This is an optimization exercise on Yosys and OpenROAD, whose aim is small area, not a production implementation.
Only simulation tests tie the RTL to the original design; equivalence was not proved.
Power and IR drop assume default switching activity.

lane 1:
## timer_top
module timer_top (
	input  wire sys_clk,
	input  wire sys_rst_n,
	input  wire tim_psel,
	input  wire tim_penable,
	input  wire tim_pwrite,
	input  wire [11:0] tim_paddr,
	input  wire [31:0] tim_pwdata,
	input  wire [3:0]  tim_pstrb,
	output wire [31:0] tim_prdata,
	output wire tim_pslverr,
	output wire tim_pready,
	output wire tim_int,
	input  wire dbg_mode
);
	reg         apb_access;
	reg         timer_en, div_en;
	reg  [3:0]  div_val;
	reg         timer_en_prev;
	reg         cnt_update;
	reg  [7:0]  sub_cnt;
	reg  [63:0] r;
	reg         inc, z, y;
	reg  [63:0] tcmp_n;    
	reg         tier, tisr, halt_req, halt_ack;
	assign tim_pready = apb_access & tim_penable;
	wire wr_en  = tim_pready & tim_pwrite;
	wire a_ok   = (tim_paddr[11:5] == 7'd0) & (tim_paddr[1:0] == 2'd0);
	wire [2:0] idx = tim_paddr[4:2];
	wire wsel   = wr_en & a_ok;
	wire tcr_w  = wsel & (idx == 3'd0);
	wire tdr0_w = wsel & (idx == 3'd1);
	wire tdr1_w = wsel & (idx == 3'd2);
	wire cmp0_w = wsel & (idx == 3'd3);
	wire cmp1_w = wsel & (idx == 3'd4);
	wire tier_w = wsel & (idx == 3'd5) & tim_pstrb[0];
	wire tisr_w = wsel & (idx == 3'd6) & tim_pstrb[0];
	wire hcsr_w = wsel & (idx == 3'd7) & tim_pstrb[0];
	wire tdr_w  = tdr0_w | tdr1_w;
	wire tcr_w0 = tcr_w & tim_pstrb[0];
	wire tcr_w1 = tcr_w & tim_pstrb[1];
	assign tim_pslverr = (tcr_w0 & timer_en & (div_en != tim_pwdata[1])) |
	                     (tcr_w1 & ((timer_en & (div_val != tim_pwdata[11:8])) | (tim_pwdata[11:8] > 4'h8)));
	always @(posedge sys_clk, negedge sys_rst_n) begin
		if (!sys_rst_n) begin
			apb_access    <= 1'b0;
			timer_en      <= 1'b0;
			div_en        <= 1'b0;
			div_val       <= 4'h1;
			timer_en_prev <= 1'b0;
			tier          <= 1'b0;
			halt_req      <= 1'b0;
			halt_ack      <= 1'b0;
		end else begin
			apb_access    <= tim_penable & tim_psel;
			timer_en_prev <= timer_en;
			if (tcr_w0 & ~tim_pslverr) begin
				timer_en <= tim_pwdata[0];
				div_en   <= tim_pwdata[1];
			end
			if (tcr_w1 & ~tim_pslverr)
				div_val  <= tim_pwdata[11:8];
			if (tier_w)
				tier <= tim_pwdata[0];
			if (hcsr_w)
				halt_req <= tim_pwdata[0];
			halt_ack <= dbg_mode & halt_req;
		end
	end
	wire halt  = dbg_mode & halt_req;
	wire nedge = timer_en_prev & ~timer_en;
	wire [7:0] sub_cmp;
	assign sub_cmp[0] = div_val[3] | div_val[2] | div_val[1] | div_val[0];
	assign sub_cmp[1] = div_val[3] | div_val[2] | div_val[1];
  ...
==> flow/config.mk <==
export PLATFORM = sky130hd
export DESIGN_NAME = timer_top
export DESIGN_NICKNAME = timer_top
export VERILOG_FILES = /design/flow/design.v
export SDC_FILE = /design/flow/constraint.sdc
export NUM_CORES = 4
export LEC_CHECK = 0
export CAP_MARGIN = 20
export CORE_MARGIN = 2
export CORE_UTILIZATION = 40
export PLACE_DENSITY = 0.6
export SLEW_MARGIN = 20
==> flow/constraint.sdc <==
create_clock -name core_clock -period 6.5 [get_ports {sys_clk}]
set_input_delay 1.3000 -clock core_clock [delete_from_list [all_inputs] [get_ports {sys_clk}]]
set_output_delay 1.3000 -clock core_clock [all_outputs]
set_load 0.01 [all_outputs]
standard.sh (not shown) runs the stock make flow with config.mk's settings and CLKGATE_MAP_FILE= SYNTH_SCRIPT=/design/flow/synth_recipe.tcl, a recipe that flattens the netlist after the stock synthesis.
==> flow/flow/run.sh <==
#!/bin/bash
# Standard ORFS layout (standard.sh) with these changes:
#  - synthesis maps with flow/abc_map.script, an area-oriented ABC script, in place
#    of ORFS's speed script (same synthesis script otherwise, same registers)
#  - the port buffers that global placement inserts are buf_1 cells
#  - CTS inserts no dummy loads and uses the buffers named in CTS_BUFS
set -euo pipefail
W=$PWD
CTS_BUFS="-buf_list sky130_fd_sc_hd__clkbuf_8"
rm -rf "$W/scripts"
cp -r "$FLOW_HOME/scripts" "$W/scripts"
cp "$W/flow/abc_map.script" "$W/scripts/abc_speed.script"
bash standard.sh SCRIPTS_DIR="$W/scripts" synth > synth.log 2>&1
export BUFFER_PORTS_ARGS="-buffer_cell sky130_fd_sc_hd__buf_1"
export CTS_ARGS="-sink_clustering_enable -repair_clock_nets -dont_use_dummy_load $CTS_BUFS"
bash standard.sh finish > layout.log 2>&1
==> flow/flow/abc_map.script <==
&get -n
&st
&syn2
&dch -f
&nf -R 1000 -p
&put
topo
stime -c
> inputs changed (lane 1 -> lane 2)
-- flow/flow/run.sh --
<<< lane 1, line 9
CTS_BUFS="-buf_list sky130_fd_sc_hd__clkbuf_8"
>>> lane 2, line 9
CTS_BUFS="-buf_list sky130_fd_sc_hd__clkbuf_8 -sink_buffer_max_cap_derate 0.05"
==> flow/flow/abc_map.script <==
&get -n
&st
&dc2
&syn2
&dc2
&dch -f
&nf -R 1000 -p
&put
topo
stime -c
### Flow results
Delta (lane 2 minus lane 1): hold slack higher; count of inverters not on the clock network in the layout increased 21; clock period minus worst slack lower; synthesized-area fraction occupied by ao, oa, aoi and oai cells increased by 4.2 points relative to the old numbers.
NOTE number of tapcells lane 1->lane 2 decreased slightly
Per the comparison of lane 2 with lane 1, register-to-register slack shows an increase of 210 ps, sequential share of layout area went up 0.90 points.
Average via count per standard cell: lane 2 higher than lane 1
Comparing lane 1 and lane 2, the higher pin count of the biggest net entering global routing is on lane 1.
The inputs of lane 3 differ from those of lane 2 as listed below.
-- flow/flow/run.sh --
<<< lane 2, line 9
CTS_BUFS="-buf_list sky130_fd_sc_hd__clkbuf_8 -sink_buffer_max_cap_derate 0.05"
>>> lane 3, line 9
CTS_BUFS="-buf_list sky130_fd_sc_hd__clkbuf_16 -sink_buffer_max_cap_derate 0.1"
Lane 3 ended with every stage complete and zero timing, DRC or antenna violations. Sort lane 2 and lane 3 by detailed-router iteration count before antenna repair, ascending, and lane 3 comes first. In lane 3, the met3 usage in global routing came out 0.76 points above the value in lane 2. Changes observed in lane 3 relative to lane 2: design area now larger, sequential power ~0 delta. Compared with lane 2, in lane 3 part of the power in combinational logic decreased 1.0 points, hold slack decreased 3.7 ps, area of combinational cells with multiple inputs essentially unchanged, count of filler cells inserted in the layout decreased 15, total power after layout increased 0.25 mW. The layout overhead on the synthesized area number comes out higher for lane 3 vs lane 2.
The inputs of lane 4 differ from those of lane 3 as listed below.
# lane 3
export LEC_CHECK = 0
export CAP_MARGIN = 20
export CORE_MARGIN = 2
export CORE_UTILIZATION = 40
export PLACE_DENSITY = 0.6
export SLEW_MARGIN = 20
create_clock -name core_clock -period 6.5 [get_ports {sys_clk}]
# lane 4
export LEC_CHECK = 0
export CAP_MARGIN = 0
export CORE_MARGIN = 2
export CORE_UTILIZATION = 40
export PLACE_DENSITY = 0.6
export SLEW_MARGIN = 0
create_clock -name core_clock -period 6.5 [get_ports {sys_clk}]
-- flow/flow/run.sh --
<<< lane 3, line 9
CTS_BUFS="-buf_list sky130_fd_sc_hd__clkbuf_16 -sink_buffer_max_cap_derate 0.1"
>>> lane 4, line 9
CTS_BUFS="-buf_list sky130_fd_sc_hd__clkbuf_8"
==> summary.txt <==
Looking at hold slack across lane 4 and lane 3, the one that comes out higher is lane 4. Comparing lane 4 and lane 3, the higher power was measured on lane 3. Looking at launching element of the worst setup path, the r[5]$_DFF_PN0_ result is from lane 3; the r[14]$_DFF_PN0_ one comes from lane 4. Delta (lane 4 minus lane 3): vertical extent of the die now sits at about the same level, layout net count essentially unchanged, finished layout cell area went down by about 1.9%.
### lane 4 -> lane 5
# lane 4
export LEC_CHECK = 0
export CAP_MARGIN = 0
export CORE_MARGIN = 2
export CORE_UTILIZATION = 40
export PLACE_DENSITY = 0.6
export SLEW_MARGIN = 0
create_clock -name core_clock -period 6.5 [get_ports {sys_clk}]
# lane 5
export LEC_CHECK = 0
export CAP_MARGIN = 20
export CORE_MARGIN = 2
export CORE_UTILIZATION = 40
export PLACE_DENSITY = 0.6
export SLEW_MARGIN = 20
create_clock -name core_clock -period 6.5 [get_ports {sys_clk}]
-- flow/flow/run.sh --
<<< lane 4, line 9
CTS_BUFS="-buf_list sky130_fd_sc_hd__clkbuf_8"
>>> lane 5, line 9
CTS_BUFS="-buf_list \"sky130_fd_sc_hd__clkbuf_2 sky130_fd_sc_hd__clkbuf_4 sky130_fd_sc_hd__clkbuf_8\""
--- outcome ---
Compared with lane 4, in lane 5 detailed-routed wire length on met2 rose by about 0.5%; total power stayed essentially flat; proportion of cell area occupied by registers stayed essentially flat; setup slack rose by 29 ps.

-- separate check: timing with driven ports --
No port has a modelled driver above. Below, the same layouts with a new extraction and two added sets of constraints.
Step 1 (the two cells are an assumption about what drives the block):
set clk [get_ports {sys_clk}]
set_driving_cell -lib_cell sky130_fd_sc_hd__clkbuf_16 $clk
set_driving_cell -lib_cell sky130_fd_sc_hd__buf_2 [delete_from_list [all_inputs] $clk]
Step 2, shift: input delay + t, output delay - t, t = (earliest + latest rising clock arrival at the registers) / 2. This alone moves slack from input paths to output paths.
Three values: ideal, step 1, step 2; two values: the first two.
run	t (ns)	setup slack, ns	hold WS [ns]	worst setup path after step 2	worst data-port slew with drivers (ns)
lane 1	0.492	0.435 / 0.435 / 0.435	0.515 / 0.515 / 0.515	register to register	0.04
lane 2	0.499	0.643 / 0.643 / 0.643	0.524 / 0.524 / 0.524	register to register	0.04
lane 3	0.468	0.597 / 0.597 / 0.597	0.521 / 0.521 / 0.521	register to register	0.04
lane 4	0.496	0.614 / 0.614 / 0.614	0.526 / 0.526 / 0.526	register to register	0.04
lane 5	0.499	0.643 / 0.643 / 0.643	0.524 / 0.524 / 0.524	register to register	0.04
After both steps every run listed still meets setup and hold.
